This design comes from an exercise in tuning for small area on the open sky130 flow, not from production work.
In this exercise RTL edits were held to simulation tests only and were not proved equivalent to the original.
The flow treats the clock pin as an ideal source, which a real chip does not have.
Power is estimated from default activity; no workload was simulated.

Design lcd114_test, start of the top module:
module lcd114_test(
	input clk,
	input resetn,
	output lcd_resetn,
	output lcd_cs,
	output lcd_rs,
	output lcd_data,
	output lcd_bl
);
For scale: roughly 1600 um^2 of cells after synthesis.
Settings: LEC_CHECK=0, CAP_MARGIN=20, CORE_MARGIN=2, CORE_UTILIZATION=45, PLACE_DENSITY=0.6, SLEW_MARGIN=20; clock period 10.0 ns.
standard.sh (not shown) runs the stock make flow with config.mk's settings and CLKGATE_MAP_FILE= SYNTH_SCRIPT=/design/flow/synth_recipe.tcl, a recipe that flattens the netlist after the stock synthesis.
==> flow/flow/run.sh <==
#!/bin/bash
# Own flow: the standard synthesis, then an area-oriented re-synthesis of the
# combinational logic only (registers kept as they are: same names, same cells),
# then the standard layout from floorplan to finish.
set -euo pipefail
W=$PWD
R=$W/orfs/results/$FLOW_PLATFORM/lcd114_test/base
LIB=$FLOW_HOME/platforms/$FLOW_PLATFORM/lib/sky130_fd_sc_hd__tt_025C_1v80.lib
YOSYS=$(command -v yosys || echo $FLOW_HOME/../tools/install/yosys/bin/yosys)
NJ=${NUM_CORES:-4}

bash standard.sh synth > $W/log_1_synth_std.txt 2>&1
cp $R/1_2_yosys.v $W/netlist_std.v

# re-synthesis: ABC's deepsyn with several seeds, keep the smallest netlist
mkdir -p $W/reopt
run_seed() {
  local s=$1 v=${1%%_*} seed=${1##*_}
  sed -e "s#@SEED@#$seed#" flow/reopt_$v.abc > $W/reopt/s$s.abc
  sed -e "s#@LIB@#$LIB#g" -e "s#@IN@#$W/netlist_std.v#" -e "s#@OUT@#$W/reopt/s$s.v#" \
      -e "s#@SCRIPT@#$W/reopt/s$s.abc#" -e "s#@STAT@#$W/reopt/s$s.stat#" \
      flow/reopt.ys > $W/reopt/s$s.ys
  $YOSYS -s $W/reopt/s$s.ys > $W/reopt/log_yosys_s$s.txt 2>&1 || true
}
SEEDS=""
for v in $(cat flow/variants.txt); do for s in $(cat flow/seeds.txt); do SEEDS="$SEEDS ${v}_$s"; done; done
i=0
for s in $SEEDS; do
  run_seed $s &
  i=$((i+1))
  if (( i % NJ == 0 )); then wait; fi
done
wait
best=""; barea=""
for s in $SEEDS; do
  a=$(grep -s "Chip area" $W/reopt/s$s.stat | awk '{print $NF}' || true)
  [[ -n "$a" && -s $W/reopt/s$s.v ]] || continue
  echo "seed $s area $a" >> $W/reopt/areas.txt
  if [[ -z "$best" ]] || awk "BEGIN{exit !($a < $barea)}"; then best=$s; barea=$a; fi
done
echo "best seed $best area $barea" >> $W/reopt/areas.txt
if [[ -n "$best" ]]; then
  cp $W/reopt/s$best.v $R/1_2_yosys.v
  rm -f $R/1_synth.odb $R/1_synth.sdc
fi

# port buffers: the smallest buffer (repair may still upsize it)
EXTRA=("BUFFER_PORTS_ARGS=-buffer_cell sky130_fd_sc_hd__buf_1")
# clock tree: one clock buffer (flow/one_clkbuf.tcl, run before CTS) drives every register;
# CTS is then given only the port's net, which has that one sink, so it adds nothing
if [[ -s flow/one_clkbuf.tcl ]]; then
  EXTRA+=("PRE_CTS_TCL=$W/flow/one_clkbuf.tcl" "CTS_ARGS=-clk_nets clk")
elif [[ -s flow/cts_args.txt ]]; then
  EXTRA+=("CTS_ARGS=$(tr '\n' ' ' < flow/cts_args.txt)")
fi
bash standard.sh "${EXTRA[@]}" finish > $W/log_2_layout.txt 2>&1
==> flow/flow/one_clkbuf.tcl <==
# one clock buffer between the clock port and every register clock pin
proc insert_one_clock_buffer { cell } {
  set block [ord::get_db_block]
  set clk [$block findNet clk]
  set master [[ord::get_db] findMaster $cell]
  set inst [odb::dbInst_create $block $master clkbuf_root]
  set nn [odb::dbNet_create $block clknet_root]
  $nn setSigType CLOCK
  set sx 0; set sy 0; set k 0
  foreach it [$clk getITerms] {
    set i [$it getInst]
    set loc [$i getLocation]
    set sx [expr {$sx + [lindex $loc 0]}]; set sy [expr {$sy + [lindex $loc 1]}]; incr k
    $it disconnect
    $it connect $nn
  }
  [$inst findITerm A] connect $clk
  [$inst findITerm X] connect $nn
  $inst setLocation [expr {$sx / $k}] [expr {$sy / $k}]
  $inst setPlacementStatus PLACED
  puts "inserted $cell driving $k clock pins"
}
insert_one_clock_buffer sky130_fd_sc_hd__clkbuf_16
==> flow/flow/reopt_a.abc <==
&get -n
&st
&deepsyn -T 90 -S @SEED@
&put
dch
map -a
topo
==> flow/flow/reopt_b.abc <==
&get -n
&st
&deepsyn -T 90 -S @SEED@
&if -K 4 -a
&satlut
&st
&if -K 4 -a
&satlut
&st
&put
dch
map -a
topo
==> flow/flow/seeds.txt <==
0 13 21 89 7 3 42 77
==> flow/flow/variants.txt <==
a b
Other scripts of this flow, unchanged in this note and not shown: flow/flow/reopt.ys
The first run ran to the end with no violations.
Change:
--- a/flow/flow/run.sh
+++ b/flow/flow/run.sh
@@ -16,6 +16,6 @@
 mkdir -p $W/reopt
 run_seed() {
-  local s=$1 v=${1%%_*} seed=${1##*_}
-  sed -e "s#@SEED@#$seed#" flow/reopt_$v.abc > $W/reopt/s$s.abc
+  local s=$1
+  sed -e "s#@SEED@#$s#" flow/reopt.abc > $W/reopt/s$s.abc
   sed -e "s#@LIB@#$LIB#g" -e "s#@IN@#$W/netlist_std.v#" -e "s#@OUT@#$W/reopt/s$s.v#" \
       -e "s#@SCRIPT@#$W/reopt/s$s.abc#" -e "s#@STAT@#$W/reopt/s$s.stat#" \
@@ -23,6 +23,5 @@
   $YOSYS -s $W/reopt/s$s.ys > $W/reopt/log_yosys_s$s.txt 2>&1 || true
 }
-SEEDS=""
-for v in $(cat flow/variants.txt); do for s in $(cat flow/seeds.txt); do SEEDS="$SEEDS ${v}_$s"; done; done
+SEEDS=$(cat flow/seeds.txt)
 i=0
 for s in $SEEDS; do
==> flow/flow/reopt.abc (new file) <==
&get -n
&st
&deepsyn -T 90 -S @SEED@
&put
dch
map -a
topo
removed: flow/flow/reopt_a.abc
removed: flow/flow/reopt_b.abc
removed: flow/flow/variants.txt
Outcome:
- worst hold slack got worse by 0.013 ns
- maximum frequency came out higher by 20%
- routed wire length came out higher by 9.5%
- synthesized cell count came out higher by 5.6%
- cell area came out higher by 1.4%
- power came out higher by 1.2%
- clock power came out higher by about 4%
- via count came out higher by 7.2%
- worst setup slack improved by 1.0 ns
- synthesized area came out higher by 1.5%
- flip-flop and latch count stays the same
Change:
--- a/flow/flow/run.sh
+++ b/flow/flow/run.sh
@@ -46,10 +46,5 @@
 # port buffers: the smallest buffer (repair may still upsize it)
 EXTRA=("BUFFER_PORTS_ARGS=-buffer_cell sky130_fd_sc_hd__buf_1")
-# clock tree: one clock buffer (flow/one_clkbuf.tcl, run before CTS) drives every register;
-# CTS is then given only the port's net, which has that one sink, so it adds nothing
-if [[ -s flow/one_clkbuf.tcl ]]; then
-  EXTRA+=("PRE_CTS_TCL=$W/flow/one_clkbuf.tcl" "CTS_ARGS=-clk_nets clk")
-elif [[ -s flow/cts_args.txt ]]; then
-  EXTRA+=("CTS_ARGS=$(tr '\n' ' ' < flow/cts_args.txt)")
-fi
+# clock tree: settings in flow/cts_args.txt when present
+if [[ -s flow/cts_args.txt ]]; then EXTRA+=("CTS_ARGS=$(tr '\n' ' ' < flow/cts_args.txt)"); fi
 bash standard.sh "${EXTRA[@]}" finish > $W/log_2_layout.txt 2>&1
==> flow/flow/cts_args.txt (new file) <==
-sink_clustering_enable -repair_clock_nets -dont_use_dummy_load -sink_clustering_size 30 -sink_clustering_max_diameter 500 -root_buf sky130_fd_sc_hd__clkbuf_8 -buf_list sky130_fd_sc_hd__clkbuf_8
==> flow/flow/reopt.abc (replaced) <==
&get -n
&st
&deepsyn -T 60 -S @SEED@
&put
dch
map -a
topo
--- a/flow/config.mk
+++ b/flow/config.mk
@@ -8,5 +8,5 @@
 export CAP_MARGIN = 20
 export CORE_MARGIN = 2
-export CORE_UTILIZATION = 45
+export CORE_UTILIZATION = 40
 export PLACE_DENSITY = 0.6
 export SLEW_MARGIN = 20
removed: flow/flow/one_clkbuf.tcl
Effect: Setup slack loses 0.12 ns. Synthesized cell count decreases slightly. Clock skew increases by 0.014 ns. Register-to-register slack loses 0.70 ns. Global-route usage decreases by 1.3 points. Area after synthesis decreases slightly. Cell area increases slightly. Sequential power hardly moves. Critical path depth decreases by 2. First-iteration DRC count increases by well over a third.
Change:
==> flow/flow/run.sh (replaced) <==
#!/bin/bash
# Own flow: the standard synthesis, then an area-oriented re-synthesis of the
# combinational logic only (registers kept as they are, same names and cells), then
# the standard layout from floorplan to finish.
set -euo pipefail
W=$PWD
R=$W/orfs/results/$FLOW_PLATFORM/lcd114_test/base
LIB=$FLOW_HOME/platforms/$FLOW_PLATFORM/lib/sky130_fd_sc_hd__tt_025C_1v80.lib
YOSYS=$(command -v yosys || echo $FLOW_HOME/../tools/install/yosys/bin/yosys)

bash standard.sh synth > $W/log_1_synth_std.txt 2>&1
cp $R/1_2_yosys.v $W/netlist_std.v

sed -e "s#@LIB@#$LIB#g" -e "s#@IN@#$W/netlist_std.v#" -e "s#@OUT@#$W/netlist_reopt.v#" \
    -e "s#@SCRIPT@#$W/flow/reopt.abc#" -e "s#@STAT@#$W/reopt_stat.txt#" \
    flow/reopt.ys > $W/reopt_run.ys
$YOSYS -s $W/reopt_run.ys > $W/log_1_reopt_yosys.txt 2>&1

cp $W/netlist_reopt.v $R/1_2_yosys.v
rm -f $R/1_synth.odb $R/1_synth.sdc
# port buffers: the smallest buffer (repair may still upsize it)
EXTRA=("BUFFER_PORTS_ARGS=-buffer_cell sky130_fd_sc_hd__buf_1")
# clock tree: settings in flow/cts_args.txt when present
if [[ -s flow/cts_args.txt ]]; then EXTRA+=("CTS_ARGS=$(tr '\n' ' ' < flow/cts_args.txt)"); fi
bash standard.sh "${EXTRA[@]}" finish > $W/log_2_layout.txt 2>&1
==> flow/flow/reopt.abc (replaced) <==
&get -n
&st
&deepsyn -T 60
&put
dch
map -a
topo
removed: flow/flow/seeds.txt
Sequential power hardly moves; synthesized area rose by about 4.7%; non-clock buffer count stays the same; cell area rose by 4.3%; critical path depth rose by 2; combinational power stays flat; synthesized cell count rose by about 7%; global-route usage is about the same; power barely changes; maximum frequency fell by about 4.4%; worst setup slack loses 0.24 ns.

## static timing again, ports no longer ideal
In the flow no input, the clock included, has a driving cell. The finished layouts below were timed again as built, in two steps.
Step 1: set_driving_cell puts a clkbuf_16 on clk and a buf_2 on each other input, an assumption about the parent block.
Step 2 moves the port delays by t, midway between the first and last clock arrival at a register: inputs arrive t later, outputs are due t later. That takes back most of the time a late clock gives input paths.
Three values: no drivers, after step 1, after step 2; two values: the first two.
run | t (ns) | setup slack, ns | worst register clock-pin slew, ns
the first run | 0.173 | 3.841 / 3.813 / 3.986 | 0.08 / 0.08
the second run | 0.177 | 4.858 / 4.830 / 5.007 | 0.09 / 0.09
the third run | 0.280 | 4.739 / 4.712 / 4.992 | 0.08 / 0.08
the fourth run | 0.282 | 4.495 / 4.469 / 4.751 | 0.08 / 0.08
After both steps setup and hold are still met in every run listed.
